Context: an optimization exercise on an open-source flow, tuned for small area, a short achievable clock period and few clock cycles per item. The choices shown serve that exercise and are no tape-out recipe. Only simulation tests tie the RTL to the original design; equivalence was not proved.

==> flow/design.v <==
`timescale 1ns / 1ps
module attention_microkernel_engine #(
    parameter int unsigned XLEN      = 32,
    parameter int unsigned MAX_K     = 256,   
    parameter int unsigned WORD_ELEMS = 4     
) (
    input  logic                   clk_i,
    input  logic                   rst_ni,
    input  logic                   cfg_valid_i,
    input  logic [$clog2(MAX_K+1)-1:0] cfg_k_i,         
    input  logic signed [15:0]      cfg_scale_i,        
    input  logic [3:0]             cfg_shift_i,        
    input  logic signed [31:0]      cfg_clip_min_i,
    input  logic signed [31:0]      cfg_clip_max_i,
    input  logic                   cfg_enable_scale_i,
    input  logic                   cfg_enable_clip_i,
    input  logic                   load_q_valid_i,
    input  logic [$clog2((MAX_K+WORD_ELEMS-1)/WORD_ELEMS)-1:0] load_q_idx_i,
    input  logic [31:0]            load_q_word_i,
    input  logic                   load_k_valid_i,
    input  logic [$clog2((MAX_K+WORD_ELEMS-1)/WORD_ELEMS)-1:0] load_k_idx_i,
    input  logic [31:0]            load_k_word_i,
    input  logic                   start_i,
    output logic                   busy_o,
    output logic                   done_o,
    output logic                   result_valid_o,
    output logic signed [31:0]      result_o
);
  localparam int unsigned MAX_WORDS = (MAX_K + WORD_ELEMS - 1) / WORD_ELEMS;
  localparam int unsigned WORD_W    = $clog2(MAX_WORDS);
  logic [31:0] q_words [0:MAX_WORDS-1];
  logic [31:0] k_words [0:MAX_WORDS-1];
  logic [$clog2(MAX_K+1)-1:0] k_q;
  logic signed [15:0]         scale_q;
  logic [3:0]                 shift_q;
  logic signed [31:0]         clip_min_q, clip_max_q;
  logic                       en_scale_q, en_clip_q;
  typedef enum logic [1:0] {IDLE, RUN, FINALIZE} state_t;
  state_t state_q, state_d;
  logic [WORD_W-1:0] word_idx_q, word_idx_d;
  logic [WORD_W:0]   k_words_q;
  logic signed [31:0] acc_q, acc_d;
  logic signed [31:0] dot4;
  function automatic logic signed [7:0] s8(input logic [7:0] b);
    s8 = $signed(b);
  endfunction
  always @(*) begin
    logic [31:0] qw;
    logic [31:0] kw;
    qw = q_words[word_idx_q];
    kw = k_words[word_idx_q];
    dot4 =
      ($signed(s8(qw[7:0]))   * $signed(s8(kw[7:0])))   +
      ($signed(s8(qw[15:8]))  * $signed(s8(kw[15:8])))  +
      ($signed(s8(qw[23:16])) * $signed(s8(kw[23:16]))) +
      ($signed(s8(qw[31:24])) * $signed(s8(kw[31:24])));
  end
  always_comb begin
    if (k_q > MAX_K) k_words_q = (WORD_W+1)'(MAX_WORDS);
    else k_words_q = (WORD_W+1)'((k_q + (WORD_ELEMS-1)) / WORD_ELEMS);
  end
  always_comb begin
    state_d = state_q;
    word_idx_d = word_idx_q;
    acc_d = acc_q;
    busy_o = (state_q != IDLE);
    done_o = 1'b0;
    result_valid_o = 1'b0;
    result_o = '0;
    case (state_q)
      IDLE: begin
        acc_d = '0;
        word_idx_d = '0;
        if (start_i) begin
          state_d = RUN;
        end
      end
      RUN: begin
        if (k_words_q != '0) acc_d = acc_q + dot4;
        if (k_words_q == '0 || {1'b0, word_idx_q} == (k_words_q - 1'b1)) begin
          state_d = FINALIZE;
        end else begin
          word_idx_d = word_idx_q + 1;
        end
      end
      FINALIZE: begin
        logic signed [31:0] tmp;
        tmp = acc_q;
        if (en_scale_q) begin
          logic signed [47:0] prod;
          prod = $signed(tmp) * $signed(scale_q);  
          tmp = $signed(prod >>> (8 + shift_q));
        end
        if (en_clip_q) begin
          if (tmp > clip_max_q) tmp = clip_max_q;
          else if (tmp < clip_min_q) tmp = clip_min_q;
        end
        result_o = tmp;
        result_valid_o = 1'b1;
        done_o = 1'b1;
        state_d = IDLE;
      end
      default: begin
        state_d = IDLE;
      end
    endcase
  end
  integer i_init;
  always_ff @(posedge clk_i or negedge rst_ni) begin
    if (!rst_ni) begin
      state_q <= IDLE;
      word_idx_q <= '0;
      acc_q <= '0;
      k_q <= '0;
      scale_q <= '0;
      shift_q <= '0;
      clip_min_q <= '0;
      clip_max_q <= '0;
      en_scale_q <= 1'b0;
      en_clip_q <= 1'b0;
      for (i_init = 0; i_init < MAX_WORDS; i_init = i_init + 1) begin
        q_words[i_init] <= '0;
        k_words[i_init] <= '0;
      end
    end else begin
      state_q <= state_d;
      word_idx_q <= word_idx_d;
      acc_q <= acc_d;
      if (cfg_valid_i) begin
        k_q <= cfg_k_i;
        scale_q <= cfg_scale_i;
        shift_q <= cfg_shift_i;
        clip_min_q <= cfg_clip_min_i;
        clip_max_q <= cfg_clip_max_i;
        en_scale_q <= cfg_enable_scale_i;
        en_clip_q <= cfg_enable_clip_i;
      end
      if (load_q_valid_i) begin
        q_words[load_q_idx_i] <= load_q_word_i;
      end
      if (load_k_valid_i) begin
        k_words[load_k_idx_i] <= load_k_word_i;
      end
    end
  end
endmodule
==> flow/run.sh <==
#!/bin/bash
# synth_recipe.tcl (not shown) runs the flow's synth.tcl, then flattens the netlist and writes it again
# the make line also repeats each setting of config.mk as NAME=value (left out here)
make -C /OpenROAD-flow-scripts/flow DESIGN_CONFIG=/design/flow/config.mk WORK_HOME=/design/flow/orfs CLKGATE_MAP_FILE= SYNTH_SCRIPT=/design/flow/synth_recipe.tcl finish
==> flow/config.mk <==
export PLATFORM = sky130hd
export DESIGN_NAME = attention_microkernel_engine
export DESIGN_NICKNAME = attention_microkernel_engine
export VERILOG_FILES = /design/flow/design.v
export SDC_FILE = /design/flow/constraint.sdc
export NUM_CORES = 4
export LEC_CHECK = 0
export CAP_MARGIN = 20
export CORE_MARGIN = 2
export CORE_UTILIZATION = 40
export SLEW_MARGIN = 20
==> flow/constraint.sdc <==
create_clock -name core_clock -period 17.0 [get_ports {clk_i}]
set_input_delay 3.4000 -clock core_clock [delete_from_list [all_inputs] [get_ports {clk_i}]]
set_output_delay 3.4000 -clock core_clock [all_outputs]
set_load 0.01 [all_outputs]
==> flow_summary.ini <==
[setup_path]
start_kind = flop
slowest_delay_ps = 690
critPathBufInv = 8
r2r_start = word_idx_q[4]
cp-end-kind = output pin
critPathMaxFanout = 28
critPathRequiredTime_ps = 13600
cpMostUsedCell = fa_1
crit_slowest_cell = dfrtp_1
crit_family = compound AO/OA/AOI/OAI gates
crit_type = flop to output pin
crit_start = scale_q[3]
crit_arrival_ps = 12980

[floorplan]
dieArea_um2 = 553800
num_rows = 271
die_h_um = 744.2
start_util_pct = 40.19
die_w_um = 744.2
io_pins = 212
core_area_um2 = 545200

[sta]
slew_violations = 0
relSlewSlack_pct = 13.01
max_freq_mhz = 61.05
tightest_slew_ps = 1305
fin_tns_setup_ps = 0
finalCritPeriodShare_pct = 96.35
setup_viol = 0
rsz0062_at_grt = no
fin_crit_ps = 16380
fin_worst_skew_ps = 52.32
hold_violations = 0

[finish]
fin_util_pct = 44.99
fill_cells = 49490
drive_gt1_share_pct = 33.54
instances_no_fill = 24590
nets = 18360
stdcell_area_um2 = 245300
final_common_cell = dfrtp_1
most-common-layout-cells = dfrtp_1 (4225), mux2_2 (4135), inv_1 (1189), fa_1 (944), a221oi_1 (687)
area_growth_pct = 11.94

[worst_hold_path]
holdCritPathClass = flop to flop
min_from = k_words[8][25]

[detailed_routing]
routedWlPerCell_um = 37.33
top_layer = met5
drc = 0
viasPerCell = 6.502
antenna_left = 0
dr_wl_met3_mm = 100.4
wirelength_mm = 917.8
wl_met2_mm = 398.3
drt_first_pass_iters = 9
drtIter0Drc = 22000
num_vias = 159900
wl_met1_mm = 359.0

[cts]
clk_path_buf_depth = 4
worst_setup_hold_path_clk_slew_ps = 60
ctsResizeCount = 0
cts_buffers = 438
cts_hold_buf = 0
htreeDepth = 5
post-cts-setup-buffers = 0
clk-insertion-delay-late_ps = 1050
cts_root_buffer = clkbuf_16
clock_sinks = 4231
cts_tree = built

[synth]
synthCells = 17280
seq_area_frac_synth_pct = 48.31
yosysWarnings = 3
synth.avg_cell_area_um2 = 12.68
ys_top_cells_by_area = dfrtp_1 (48%), mux2_2 (21%), fa_1 (8.6%)
syn_area_um2 = 219100
synth_edf_count = 0
syn_nets = 18700
synthArstFlopShare_pct = 100.0
synth_ff_type = dfrtp_1
yosysTopAreaCellShare_pct = 48.31
yosysTopAreaCell = dfrtp_1
synth_cell_types = 89
ys_seq_elements = 4231

[global_routing]
grt_usage_pct = 32.40
grt_max_degree = 184
grt_pass1_wl_mm = 1263
antenna_found_initial = 83
grt_pass1_vias = 154800
grt.overflow.total = 0

[flow_run]
cap_violations = 0

[run_status]
status = finished clean

[placement]
post_dp_cell_area_um2 = 230400
dp_cells = 23730
port_buffers = 211
hpwl_mm = 519.2
gp_congestion = 0.8857
==> sequential cells by signal, indices dropped and copies added (netlist names) <==
register,count
clip_min_q,32
en_scale_q,1
clip_max_q,32
state_q,2
shift_q,4
k_words,2048
q_words,2048
scale_q,16
acc_q,32
k_q,9
en_clip_q,1
word_idx_q,6
==> layout make-up <==
| type | instances | area [µm²] | share of cell area [%] |
|---|---|---|---|
| inverter | 1195 | 4486 | 1.829 |
| antenna | 58 | 145.1 | 0.05917 |
| multi-input combinational | 10380 | 104900 | 42.75 |
| clock buffer | 665 | 13160 | 5.365 |
| clock inverter | 133 | 1453 | 0.5922 |
| timing repair buffer | 695 | 6259 | 2.551 |
| tap | 7234 | 9051 | 3.690 |
| sequential | 4231 | 105900 | 43.16 |
==> worst register-to-register path, delay by kind of cell, from the launching register on <==
kind | cells | cell delay (ps)
and+or+nand+nor | 8 | 2730
AOI/OAI and AO/OA | 10 | 2300
muxes | 1 | 1120
xor gates and xnor gates | 1 | 180
adders and majority gates | 9 | 4230
DFF | 1 | 910
buffers and inverters | 5 | 1520
==> cells by family after synthesis <==
logic type	synth area share, %
muxes	21.87
DFF	48.31
AOI/OAI and AO/OA	9.721
buffers and inverters	4.585
and+or+nand+nor	4.784
adders and majority gates	10.35
xor gates and xnor gates	0.3677
==> routing by layer <==
layer	global-route usage (%)	vias to the layer above
met1	43.67	85590
met3	7.495	2707
met4	17.96	36
li1	-	61290
met5	0	-
met2	48.28	10270
==> cells in the mapped netlist, drive strengths merged (10+ instances only) <==
master	n
a21boi	32
buf	449
o221ai	22
o21a	40
a221oi	688
mux2	4135
and2	207
nand3	146
nor2	342
nor4	37
clkbuf	1023
xor2	36
nor3	95
mux4	16
a222oi	66
a22oi	573
nor2b	30
or4	34
mux2i	101
inv	1189
xnor2	56
nand4	310
and3	21
fa	944
o31ai	10
a211o	15
a22o	679
a31oi	40
a211oi	31
ha	303
o21ai	205
or3	16
a21o	47
a21oi	111
o211ai	16
or2	142
nand2	678
dfrtp	4231
nand2b	34
==> path summary, 6_finish.rpt <==
path	end	cells past startpoint	slack, ps
max in group asynchronous	q_words[59][7]	5	10850
max	result_o[29]	37	620
min reg2reg	k_words[8][25]	1	500
min	k_words[8][25]	1	500
min in group asynchronous	k_words[42][24]	1	2330
max reg2reg	acc_q[30]	34	3840
==> stage by stage <==
stage                     hold WS, ps  setup slack [ps]
after detailed placement        493.1              1519
after floorplan                 478.2              3666
after global routing            510.7             72.81
final                           503.7             620.3
after CTS                       506.0             386.0
after global placement          485.7              1740
Testbench counts, summed over its fixed seeds: cycles 39,432, items 512.

-- afterwards: timing with drivers on the ports --
No port has a modelled driver above. Below, the same layout with a new extraction and two added sets of constraints.
Step 1, drivers: a clkbuf_16 drives clk_i and a buf_2 each remaining input, both assumed.
Step 2, shift: input delay + t, output delay - t, t = (earliest + latest rising clock arrival at the registers) / 2. This alone moves slack from input paths to output paths.
Slacks: ideal / step 1 / step 2; pairs: ideal / step 1.
t (ns): 1.155
slack for setup (ns): 0.620 / 0.491 / 1.647
worst slew at a driven data input, ns: 0.42
After both steps setup and hold are still met in this run. The setup slack of this run moves by -0.129 ns with the drivers and by +1.027 ns with both steps.
